Source: an optimization exercise on an open RTL-to-GDS flow (aim: a short achievable clock period and few clock cycles). Production flows keep margins and buffers that such runs may drop.
Where RTL was checked, it was by simulation tests only, not by an equivalence proof against the original.
Power figures rest on the tool's default switching activity, not on a simulated workload.

Design MIPS_Pipe, start of the top module:
module MIPS_Pipe (
    input  clk, reset,
    input  [31:0] imem_rdata,
    input  [31:0] dmem_rdata,
    output [31:0] imem_addr,
    output [31:0] dmem_addr,
    output [31:0] dmem_wdata,
    output dmem_we
);
Size in the first run: ~12000 cells after synthesis, ~160 I/O pins, about 150000 sq um of cells after synthesis.
==> flow/config.mk <==
export PLATFORM = sky130hd
export DESIGN_NAME = MIPS_Pipe
export DESIGN_NICKNAME = MIPS_Pipe
export VERILOG_FILES = /design/flow/design.v
export SDC_FILE = /design/flow/constraint.sdc
export NUM_CORES = 8
export LEC_CHECK = 0
export CAP_MARGIN = 20
export CORE_MARGIN = 2
export CORE_UTILIZATION = 50
export CTS_CLUSTER_DIAMETER = 60
export CTS_CLUSTER_SIZE = 20
export SLEW_MARGIN = 20
export SYNTH_HIERARCHICAL = 1
==> flow/constraint.sdc <==
create_clock -name core_clock -period 12.0 [get_ports {clk}]
set_input_delay 2.4000 -clock core_clock [delete_from_list [all_inputs] [get_ports {clk}]]
set_output_delay 2.4000 -clock core_clock [all_outputs]
set_load 0.01 [all_outputs]
standard.sh (not shown) runs the stock make flow with config.mk's settings and CLKGATE_MAP_FILE= SYNTH_SCRIPT=/design/flow/synth_recipe.tcl, a recipe that flattens the netlist after the stock synthesis.
==> flow/flow/run.sh <==
#!/bin/bash
set -euo pipefail
MARGIN=$(cat flow/setup_margin)
CTSD=$(cat flow/cts_buf_distance)
RES=orfs/results/${FLOW_PLATFORM}/MIPS_Pipe/base
bash standard.sh SETUP_SLACK_MARGIN="$MARGIN" CTS_BUF_DISTANCE="$CTSD" \
    BUFFER_PORTS_ARGS="-buffer_cell sky130_fd_sc_hd__buf_4" 3_3_place_gp > flow_make_place.log 2>&1
openroad -no_init -exit -threads "${NUM_CORES:-8}" flow/move_out_regs.tcl > flow_move_out_regs.log 2>&1
bash standard.sh SETUP_SLACK_MARGIN="$MARGIN" CTS_BUF_DISTANCE="$CTSD" \
    BUFFER_PORTS_ARGS="-buffer_cell sky130_fd_sc_hd__buf_4" > flow_make_rest.log 2>&1
==> flow/flow/cts_buf_distance <==
150
==> flow/flow/move_out_regs.tcl <==
# Move each flip-flop that drives an output port's buffer next to that buffer.
set odb orfs/results/$::env(FLOW_PLATFORM)/MIPS_Pipe/base/3_3_place_gp.odb
read_db $odb
set block [ord::get_db_block]
set core [$block getCoreArea]
set cx [expr {([$core xMin] + [$core xMax]) / 2}]
set cy [expr {([$core yMin] + [$core yMax]) / 2}]
set moved 0
foreach bt [$block getBTerms] {
  if {[$bt getIoType] ne "OUTPUT"} { continue }
  set net [$bt getNet]
  set buf ""
  foreach it [$net getITerms] { if {[$it isOutputSignal]} { set buf [$it getInst] } }
  if {$buf eq ""} { continue }
  set innet ""
  foreach it [$buf getITerms] { if {[$it isInputSignal]} { set innet [$it getNet] } }
  if {$innet eq ""} { continue }
  set ff ""
  set nload 0
  foreach it [$innet getITerms] {
    if {[$it isOutputSignal]} { set ff [$it getInst] } else { incr nload }
  }
  if {$ff eq "" || $nload != 1} { continue }
  if {![string match "*df*" [[$ff getMaster] getName]]} { continue }
  set loc [$buf getLocation]
  set x [lindex $loc 0]
  set y [lindex $loc 1]
  # a few microns from the buffer, towards the core centre
  set dx [expr {$cx > $x ? 3000 : -3000}]
  set dy [expr {$cy > $y ? 3000 : -3000}]
  $ff setLocation [expr {$x + $dx}] [expr {$y + $dy}]
  $ff setPlacementStatus PLACED
  incr moved
  puts "moved [$ff getName] next to [$buf getName] for [$bt getName]"
}
puts "moved $moved flip-flops"
write_db $odb
==> flow/flow/setup_margin <==
8.5
The starting point finished clean.
Testbench counts at the start, summed over its fixed seeds: cycles 105,474.
==> next run, changes <==
==> flow/flow/run.sh (replaced) <==
#!/bin/bash
set -euo pipefail
MARGIN=$(cat flow/setup_margin)
CTSD=$(cat flow/cts_buf_distance)
RES=orfs/results/${FLOW_PLATFORM}/MIPS_Pipe/base
bash standard.sh SETUP_SLACK_MARGIN="$MARGIN" CTS_BUF_DISTANCE="$CTSD" 3_3_place_gp > flow_make_place.log 2>&1
openroad -no_init -exit -threads "${NUM_CORES:-8}" flow/move_out_regs.tcl > flow_move_out_regs.log 2>&1
bash standard.sh SETUP_SLACK_MARGIN="$MARGIN" CTS_BUF_DISTANCE="$CTSD" > flow_make_rest.log 2>&1
After rerunning: Total power drops by 1.3%. Design area drops by 0.94%. Core utilization drops by 0.55 points. Area after synthesis is unchanged. Global-route usage drops by 0.92 points. Wire length drops by 2.5%. Clock-buffer cell count drops by 17. Synthesized cell count stays the same. Hold slack gets better by 0.028 ns. First-iteration DRC count climbs by 4.5%.

========
== run A ==
MIPS_Pipe, a different RTL version from the one above (not shown whole).
For scale: about 11000 cells after synthesis, ~0.13 mm^2 of cells after synthesis.
clock: 12.0 ns
lec_check: 0
cap_margin: 20
core_margin: 2
core_utilization: 50
cts_cluster_diameter: 60
cts_cluster_size: 20
slew_margin: 20
synth_hierarchical: 1
==> flow/flow/run.sh <==
#!/bin/bash
set -euo pipefail
MARGIN=$(cat flow/setup_margin)
CTSD=$(cat flow/cts_buf_distance)
RES=orfs/results/${FLOW_PLATFORM}/MIPS_Pipe/base
bash standard.sh SETUP_SLACK_MARGIN="$MARGIN" CTS_BUF_DISTANCE="$CTSD" 3_3_place_gp > flow_make_place.log 2>&1
openroad -no_init -exit -threads "${NUM_CORES:-8}" flow/move_out_regs.tcl > flow_move_out_regs.log 2>&1
bash standard.sh SETUP_SLACK_MARGIN="$MARGIN" CTS_BUF_DISTANCE="$CTSD" > flow_make_rest.log 2>&1
Scripts as last shown in full above: flow/flow/cts_buf_distance, flow/flow/move_out_regs.tcl, flow/flow/setup_margin
Run A | stages: all done | timing, DRC, antenna: all pass
Testbench counts of run A, summed over its fixed seeds: cycles 112,410.
Inputs modified between run A and run B:
Settings: CTS_CLUSTER_SIZE changed from 20 to 15.
--- outcome ---
As far as count of max-cap constraint violations goes, run B and run A are indistinguishable; the numbers are identical.
Looking at the reports, run A completed the entire flow and the layout it produced met the timing, design-rule and antenna checks.
In summary, run B completed successfully, with a layout that passed the timing, design-rule and antenna checks.
Sum of met2 wire segment lengths after detailed routing delta (run A -> run B): insignificant
Arrival time of the worst setup path: run B and run A compared, lower one is run B
Relative to run A, run B improves setup slack of the critical path after layout.
Higher share of total power in the clock network among run B and run A: run A
Looking at power after layout, run B sits about 1.2% lower than run A does.
The run showing the greater total net switching power is run A.
Modified inputs, run C compared to run B
Settings: changing CTS_CLUSTER_SIZE from 15 to 20.
==> flow/flow/cts_buf_distance <==
200
### Flow results
Looking at beginning of the critical path, the addr_out.q[7] result is from run B; the pc_out.q[2] one comes from run C.
Filler-free cell count of the finished design essentially unchanged between run B and run C.
~same global-route wire length before repair in run C and run B
[run C] endpoint arrival time on the critical path rose 40 ps relative to run B
Changes in run D relative to run C:
Settings: changing CORE_UTILIZATION from 50 to 58.
==> flow/flow/cts_buf_distance <==
150
--- outcome ---
- Run D against run C: area of all placed cells without fillers went down; via count of the first global-routing pass picked up an extra 2115; clock buffer count in the final layout saw a decrease; wire length saw a decrease.
- Master of the slowest instance on the critical path = sky130_fd_sc_hd__dfxtp_2: run C; master of the slowest instance on the critical path = sky130_fd_sc_hd__dfrtp_1: run D
- Delta (run D minus run C): power after layout lost 0.49 mW; core footprint lost about 14%.

========
== main ==
Another version of the RTL of MIPS_Pipe (not shown whole).
Size in the first run: roughly 12,000 cells after synthesis, roughly 160 I/O pins, ~140,000 um^2 of cells after synthesis.
Design MIPS_Pipe, start of the top module:
module MIPS_Pipe (
    input  clk, reset,
    input  [31:0] imem_rdata,
    input  [31:0] dmem_rdata,
    output [31:0] imem_addr,
    output [31:0] dmem_addr,
    output [31:0] dmem_wdata,
    output dmem_we
);
genvar k;
reg  [31:0] pc_f;
wire [31:0] pc_in;
wire [31:0] pc_in_o;
dff #(.W(32)) pc_out (.clk(clk), .d(pc_in_o), .q(imem_addr));
reg z, boot;
always @(posedge clk) z <= ~reset;
always @(posedge clk or negedge reset)
    if (!reset) boot <= 1'b1;
    else boot <= 1'b0;
wire fetch_ok = ~boot | z;
wire        j_f;
opdec #(.OP(6'b000010)) jdec_f (.op(imem_rdata[31:26]), .y(j_f));
wire        hit_t_f, bhit_f;
wire [9:0]  btgt_f;
wire [9:0]  blow_f;
wire        ue_v, ud_v;
wire [9:0]  ud_pc;
wire [9:0]  ud_jf;
wire        fold_ok = (pc_f[31:12] == 20'd0);
btb btb_u (.clk(clk), .rst(reset), .pc(pc_f[11:2]),
           .ue_v(ue_v), .ue_pc(bpc_e), .ue_taken(taken_e), .ue_tgt(bt_e[11:2]),
           .ud_v(ud_v), .ud_pc(ud_pc), .ud_jf(ud_jf), .fold_ok(fold_ok),
           .hit_t(hit_t_f), .hit(bhit_f), .tgt(btgt_f), .nlow(blow_f));
wire [31:0] pcp4_f;
inc4 inc_f (.a(pc_f), .y(pcp4_f));
wire [31:0] jt_f   = {pcp4_f[31:28], imem_rdata[25:0], 2'b00};
wire [31:0] btb_pc_f = {pc_f[31:12], blow_f, 2'b00};
wire        predt_f = hit_t_f & ~j_f;
wire [29:0] immp1_f = {{14{imem_rdata[15]}}, imem_rdata[15:0]} + 30'd1;
wire [31:0] immx_f  = {immp1_f, 2'b00};
wire [5:0]  op_f  = imem_rdata[31:26];
wire [5:0]  fn_f  = imem_rdata[5:0];
wire is_r_f    = (op_f == 6'b000000);
wire is_addi_f = (op_f == 6'b001000);
wire is_lw_f   = (op_f == 6'b100011);
wire is_sw_f   = (op_f == 6'b101011);
wire is_beq_f  = (op_f == 6'b000100);
wire use_imm_f = is_addi_f | is_lw_f | is_sw_f;
wire [4:0] dst_f = is_r_f ? imem_rdata[15:11] : imem_rdata[20:16];
wire [19:0] dec_f = {
    op_f == 6'b000010,                                   
    is_r_f & (fn_f == 6'b011100),                        
    is_r_f & (fn_f == 6'b101010),                        
    is_r_f & (fn_f == 6'b100101),                        
    is_r_f & (fn_f == 6'b100100),                        
    is_r_f & (fn_f == 6'b100010),                        
    use_imm_f | (is_r_f & (fn_f == 6'b100000)),          
    dst_f,                                               
    (is_r_f | is_addi_f | is_lw_f) & (dst_f != 5'd0),    
  ...
clock: 12.0 ns
lec_check: 0
cap_margin: 20
core_margin: 2
core_utilization: 50
cts_cluster_diameter: 60
cts_cluster_size: 20
slew_margin: 20
synth_hierarchical: 1
==> flow/flow/cts_buf_distance <==
150
Scripts as last shown in full above: flow/flow/run.sh, flow/flow/move_out_regs.tcl, flow/flow/setup_margin
The flow did not stop early for main: all stages ran, and the layout cleared the timing, design-rule and antenna checks.
Changes in the feature branch relative to main:
==> flow/flow/cts_buf_distance <==
200
-- flow/config.mk --
<<< main, line 11
export CTS_CLUSTER_DIAMETER = 60
export CTS_CLUSTER_SIZE = 20
>>> the feature branch, line 11
export CTS_CLUSTER_DIAMETER = 80
export CTS_CLUSTER_SIZE = 24
==> comparison <==
Relative to main, count of fill cells added during filler insertion has gone up in the feature branch.
The feature branch did not stop at any stage, and its layout met the timing, design-rule and antenna checks.
Re highest achievable clock rate: main was higher than the feature branch.
On number of buffer and inverter instances along the worst setup path: the feature branch sits above main.
Summary — share of power burned in combinational logic, the feature branch relative to main: higher, by 2.1 points.
Going from main to the feature branch, sequential share of layout area has increased, cell area fell by 0.66%, sequential power barely changed.
Multi-input logic area, the feature branch and main: lower on main
Taking main as the reference, in the feature branch count of plain and timing-repair buffers in the layout moved up, smallest hold slack moved up.
Function was not checked in any run of this note: the RTL went through the layout flow alone.

==> port drivers added, routing unchanged <==
In the flow no input, the clock included, has a driving cell. The finished layouts below were timed again as built, in two steps.
Step 1: set_driving_cell puts a clkbuf_16 on clk and a buf_2 on each other input, an assumption about the parent block.
Step 2, shift: input delay + t, output delay - t, t = (earliest + latest rising clock arrival at the registers) / 2. This alone moves slack from input paths to output paths.
Slacks: ideal / step 1 / step 2; pairs: ideal / step 1.
| run | t (ns) | slack for setup (ns) | slew at the worst register clock pin (ns) |
|---|---|---|---|
| the first run of note 1 | 1.080 | 8.061 / 7.958 / 6.970 | 0.09 / 0.09 |
| the second run of note 1 | 1.043 | 8.119 / 8.015 / 7.245 | 0.09 / 0.09 |
| run A | 0.928 | 8.264 / 8.156 / 7.504 | 0.09 / 0.09 |
| run B | 0.905 | 8.280 / 8.179 / 7.483 | 0.08 / 0.08 |
| run C | 0.952 | 8.242 / 8.130 / 7.475 | 0.09 / 0.09 |
| run D | 0.912 | 8.268 / 8.163 / 7.268 | 0.09 / 0.09 |
| main | 1.035 | 7.922 / 7.922 / 6.969 | 0.09 / 0.09 |
| the feature branch | 0.934 | 7.885 / 7.858 / 6.924 | 0.11 / 0.11 |
After both steps every run listed still meets setup and hold. The setup slack of the first run of note 1, which loses most, moves by -0.103 ns with the drivers and by -1.091 ns with both steps.
